What follows belongs to an exercise in optimizing a design on an open flow for a short achievable clock period and few clock cycles; a production flow would make more cautious choices.
In this exercise RTL edits were held to simulation tests only and were not proved equivalent to the original.

## the baseline
Design in_order_cpu, start of the top module:
module in_order_cpu(
    input clk, rst,
    output spart_wrt_en,
    output [31:0] spart_wrt_add,
    output [31:0] spart_wrt_data,
    output [9:0] imem_addr,
    input [31:0] imem_data,
    output dmem_ren,
    input [31:0] dmem_rdata
);
localparam A_ADD = 0, A_SUB = 1, A_AND = 2, A_OR = 3, A_XOR = 4, A_SLL = 5, A_SRL = 6, A_SRA = 7;
reg [31:0] pc;
reg        d_valid;
reg [31:0] d_instr;
reg [31:0] d_pc1;
reg [31:0] d_rs_rf, d_rt_rf;    
reg        d_lw, d_sw, d_use_rs, d_use_rtx;    
reg [4:0]  d_rs_sel, d_rt_sel;  
reg        d_pt;       
reg [31:0] d_brt;      
reg        d_pjr;      
reg [31:0] d_ptgt;
reg        e_valid;
reg [31:0] e_a, e_b, e_sd;
reg [7:0]  e_op;
reg [4:0]  e_sh;
reg [4:0]  e_dst;
reg        e_regw, e_lw, e_sw, e_br, e_jr;    
reg [2:0]  e_cond;
reg [31:0] e_alt;      
reg        e_pt, e_sdm;    
reg        e_brv, e_jrv;   
reg        e_pjr, e_link;
reg [31:0] e_ptgt;
reg [31:0] mr_addr, mr_data;
reg        mr_wen, mr_ren;
reg [31:0] m_res;
reg [4:0]  m_dst;
reg        m_regw, m_lw;
reg [31:0] w_res;
reg [4:0]  w_dst;
reg        w_regw;
reg [31:0] x_res;
reg [4:0]  x_dst;
reg        x_regw;
reg [31:0] rf [0:31];
reg        ra_v;
reg [31:0] ra_val;
assign imem_addr = pc[9:0];
wire [31:0] pc_inc;
ks_add #(32) i_pc_inc (.a(pc), .b(32'd0), .cin(1'b1), .s(pc_inc), .cout());
wire [5:0] f_op = imem_data[31:26];
  ...
Settings: LEC_CHECK=0, CAP_MARGIN=20, CORE_MARGIN=2, CORE_UTILIZATION=45, SLEW_MARGIN=20; clock period 10.5 ns.
standard.sh (not shown) runs the stock make flow with config.mk's settings and CLKGATE_MAP_FILE= SYNTH_SCRIPT=/design/flow/synth_recipe.tcl, a recipe that flattens the netlist after the stock synthesis.
==> flow/flow/run.sh <==
#!/bin/bash
# The standard layout (standard.sh), with two changes:
#  * synthesis: the standard flow's synthesis script, but abc maps the logic with a
#    delay-driven script (flow/abc_fast.script) and the adders are left to abc
#    (ADDER_MAP_FILE empty); registers are mapped exactly as in the standard
#    synthesis;
#  * timing repair aims below the design's period (SETUP_SLACK_MARGIN).
# The constraints (constraint.sdc) are the design's, unchanged.
set -euo pipefail
export FAST_ABC_SCRIPT="$PWD/flow/abc_fast.script"
bash standard.sh SYNTH_SCRIPT="$PWD/flow/synth.tcl" ADDER_MAP_FILE= SETUP_SLACK_MARGIN=7.0 finish > standard_flow.log 2>&1
==> flow/flow/abc_fast.script <==
strash
dch
map -D 500
buffer
upsize -D 500
dnsize -D 500
==> flow/flow/synth.tcl <==
# The standard flow's synthesis script (synth_recipe.tcl) with one change: abc maps the
# logic with abc_fast.script (delay-driven map) instead of ORFS's speed script.
# Registers are mapped before abc, as in the standard synthesis.
proc synth {args} { yosys synth -nofsm -noshare {*}$args }
proc abc {args} {
  set i [lsearch -exact $args -script]
  if { $i >= 0 } { lset args [expr { $i + 1 }] $::env(FAST_ABC_SCRIPT) }
  yosys abc {*}$args
}
source $::env(SCRIPTS_DIR)/synth.tcl
# left out here: clear keep_hierarchy, flatten, clean up, hide names made inside functions, write 1_2_yosys.v
Testbench counts of the baseline, summed over its fixed seeds: cycles 110,994.
What the candidate does differently from the baseline at the input level:
--- a/flow/design.v
+++ b/flow/design.v
@@ -52,18 +52,22 @@
     output [9:0] imem_addr,
     input [31:0] imem_data,
     output dmem_ren,
     input [31:0] dmem_rdata
 );
 localparam A_ADD = 0, A_SUB = 1, A_AND = 2, A_OR = 3, A_XOR = 4, A_SLL = 5, A_SRL = 6, A_SRA = 7;
 reg [31:0] pc;
+reg [9:0]  fa;         
 reg        d_valid;
 reg [31:0] d_instr;
 reg [31:0] d_pc1;
-reg [31:0] d_rs_rf, d_rt_rf;    
+reg [31:0] d_rs_oh, d_rt_oh;    
+reg [31:0] d_rs_rfl, d_rs_rfh, d_rt_rfl, d_rt_rfh;
+wire [31:0] d_rs_rf = d_rs_rfl | d_rs_rfh;
+wire [31:0] d_rt_rf = d_rt_rfl | d_rt_rfh;
 reg        d_lw, d_sw, d_use_rs, d_use_rtx;    
 reg [4:0]  d_rs_sel, d_rt_sel;  
 reg        d_pt;       
 reg [31:0] d_brt;      
 reg        d_pjr;      
 reg [31:0] d_ptgt;
 reg        e_valid;
@@ -88,15 +92,15 @@
 reg        w_regw;
 reg [31:0] x_res;
 reg [4:0]  x_dst;
 reg        x_regw;
 reg [31:0] rf [0:31];
 reg        ra_v;
 reg [31:0] ra_val;
-assign imem_addr = pc[9:0];
+assign imem_addr = fa;
 wire [31:0] pc_inc;
 ks_add #(32) i_pc_inc (.a(pc), .b(32'd0), .cin(1'b1), .s(pc_inc), .cout());
 wire [5:0] f_op = imem_data[31:26];
 wire f_br  = (f_op >= 6'h13) && (f_op <= 6'h19);
 wire f_j   = (f_op == 6'h1a) || (f_op == 6'h1b);
 wire f_ret = (f_op == 6'h1d) && (imem_data[25:21] == 5'd31) && ra_v;
 wire [31:0] f_brt;       
@@ -153,25 +157,39 @@
 wire dep_e = e_lw && ((d_use_rs && rs_e) || (d_use_rtx && rt_e));
 wire agu_haz = d_lw && (rs_e || (m_lw && rs_m));
 wire sw_early = d_sw && !(rs_e || rt_e) && !(m_lw && rs_m);
 wire mem_busy = (d_lw || sw_early) && e_valid && e_sw;
 wire stall = d_valid && (dep_e || agu_haz || mem_busy);
 wire [31:0] alu_res;
 wire [31:0] m_val = m_lw ? dmem_rdata : m_res;
-wire [4:0] rd_rs = stall ? rs : imem_data[25:21];
-wire [4:0] rd_rt = stall ? rt : imem_data[20:16];
+wire [31:0] f_rs_oh = 32'd1 << imem_data[25:21];
+wire [31:0] f_rt_oh = 32'd1 << imem_data[20:16];
+wire [31:0] rd_rs_oh = stall ? d_rs_oh : f_rs_oh;
+wire [31:0] rd_rt_oh = stall ? d_rt_oh : f_rt_oh;
 wire [5:0] fo = imem_data[31:26];
 wire f_lw = fo == 6'h11;
 wire f_sw = fo == 6'h12;
 wire f_use_rs = (fo >= 6'h01 && fo <= 6'h0f && fo != 6'h04) || f_lw || f_sw ||
                 (fo >= 6'h14 && fo <= 6'h19) || fo == 6'h1c || fo == 6'h1d;
 wire f_use_rtx = fo == 6'h01 || fo == 6'h03 || fo == 6'h09 || fo == 6'h0c || fo == 6'h0e ||
                  (fo >= 6'h14 && fo <= 6'h19);
-wire [31:0] rf_rs = rf[rd_rs];
-wire [31:0] rf_rt = rf[rd_rt];
+reg [31:0] rf_rsl, rf_rsh, rf_rtl, rf_rth;
+integer ri;
+always @(*) begin
+    rf_rsl = 32'd0;
+    rf_rsh = 32'd0;
+    rf_rtl = 32'd0;
+    rf_rth = 32'd0;
+    for (ri = 0; ri < 16; ri = ri + 1) begin
+        rf_rsl = rf_rsl | ({32{rd_rs_oh[ri]}} & rf[ri]);
+        rf_rtl = rf_rtl | ({32{rd_rt_oh[ri]}} & rf[ri]);
+        rf_rsh = rf_rsh | ({32{rd_rs_oh[ri+16]}} & rf[ri+16]);
+        rf_rth = rf_rth | ({32{rd_rt_oh[ri+16]}} & rf[ri+16]);
+    end
+end
 function [31:0] pick;
     input [4:0] sel;
     input [31:0] ev, mv, wv, xv, rfv;
     begin
         pick = ({32{sel[4]}} & ev) | ({32{sel[3]}} & mv) | ({32{sel[2]}} & wv) |
                ({32{sel[1]}} & xv) | ({32{sel[0]}} & rfv);
     end
@@ -248,14 +266,21 @@
         3'd6: br_taken = !br_z;            
         default: br_taken = 1'b1;
     endcase
 end
 wire jr_ok = e_pjr && (e_ptgt == e_sd);
 wire redir_e = (e_brv && (br_taken != e_pt)) || (e_jrv && !jr_ok);
 wire [31:0] e_tgt = e_jr ? e_sd : e_alt;    
+wire [9:0] fa_next = redir_e ? e_tgt[9:0] : jr_d ? rs_val[9:0] : stall ? pc[9:0] : f_next[9:0];
+always @(posedge clk or posedge rst) begin
+    if (rst)
+        fa <= 10'd0;
+    else
+        fa <= fa_next;
+end
 always @(posedge clk or posedge rst) begin
     if (rst) begin
         pc <= 32'd0;
         d_valid <= 1'b0;
     end else if (redir_e) begin
         pc <= e_tgt;
         d_valid <= 1'b0;
@@ -266,18 +291,22 @@
         pc <= f_next;
         d_valid <= 1'b1;
     end
 end
 always @(posedge clk) begin
     d_rs_sel <= n_rs_sel;
     d_rt_sel <= n_rt_sel;
-    d_rs_rf <= rf_rs;
-    d_rt_rf <= rf_rt;
+    d_rs_rfl <= rf_rsl;
+    d_rs_rfh <= rf_rsh;
+    d_rt_rfl <= rf_rtl;
+    d_rt_rfh <= rf_rth;
     if (!stall) begin
         d_instr <= imem_data;
+        d_rs_oh <= f_rs_oh;
+        d_rt_oh <= f_rt_oh;
         d_lw <= f_lw;
         d_sw <= f_sw;
         d_use_rs <= f_use_rs;
         d_use_rtx <= f_use_rtx;
         d_pc1 <= pc_inc;
         d_pt <= f_pt;
         d_brt <= f_brt;
Having completed the whole flow, the candidate delivered a layout that passed the timing, DRC and antenna checks.
Worst setup slack in the candidate vs the baseline: down 0.038 ns
Going from the baseline to the candidate, the sequential cell area was found to have gone up by about 6%.
Relative to the baseline, the candidate improves cell area after synthesis.
Compound-cell area share of the yosys netlist was higher in the run labelled the baseline.
The candidate: final cell area excluding filler cells 660 um2 below the baseline
In the reports for the candidate and the baseline, the larger share of the yosys chip area belonging to registers belongs to the candidate.
Summary: with the baseline as the reference, routed length per instance in the candidate moved up by a few percent.
Testbench counts of the candidate, summed over its fixed seeds: cycles 110,994.

-- afterwards: timing with drivers on the ports --
The results above use ideal ports. As a check the final layouts listed here were re-extracted and re-timed, cells and wires unchanged. Step 1: set_driving_cell puts a clkbuf_16 on clk and a buf_2 on each other input, an assumption about the parent block. Step 2 also shifts input and output timing later by t, the mid clock arrival at the registers, as if the neighbouring blocks saw the same clock. Slacks: ideal / step 1 / step 2; pairs: ideal / step 1.
run	t (ns)	setup slack, ns	clock arrival spread, ns	slew at the worst register clock pin (ns)	worst slew at a driven data input, ns
the baseline	0.934	6.824 / 6.784 / 6.032	0.082 / 0.082	0.07 / 0.07	0.14
the candidate	0.946	6.786 / 6.786 / 5.975	0.079 / 0.080	0.07 / 0.07	0.11
After both steps setup and hold are still met in every run listed. The setup slack of the candidate, which loses most, moves by 0.000 ns with the drivers and by -0.811 ns with both steps.
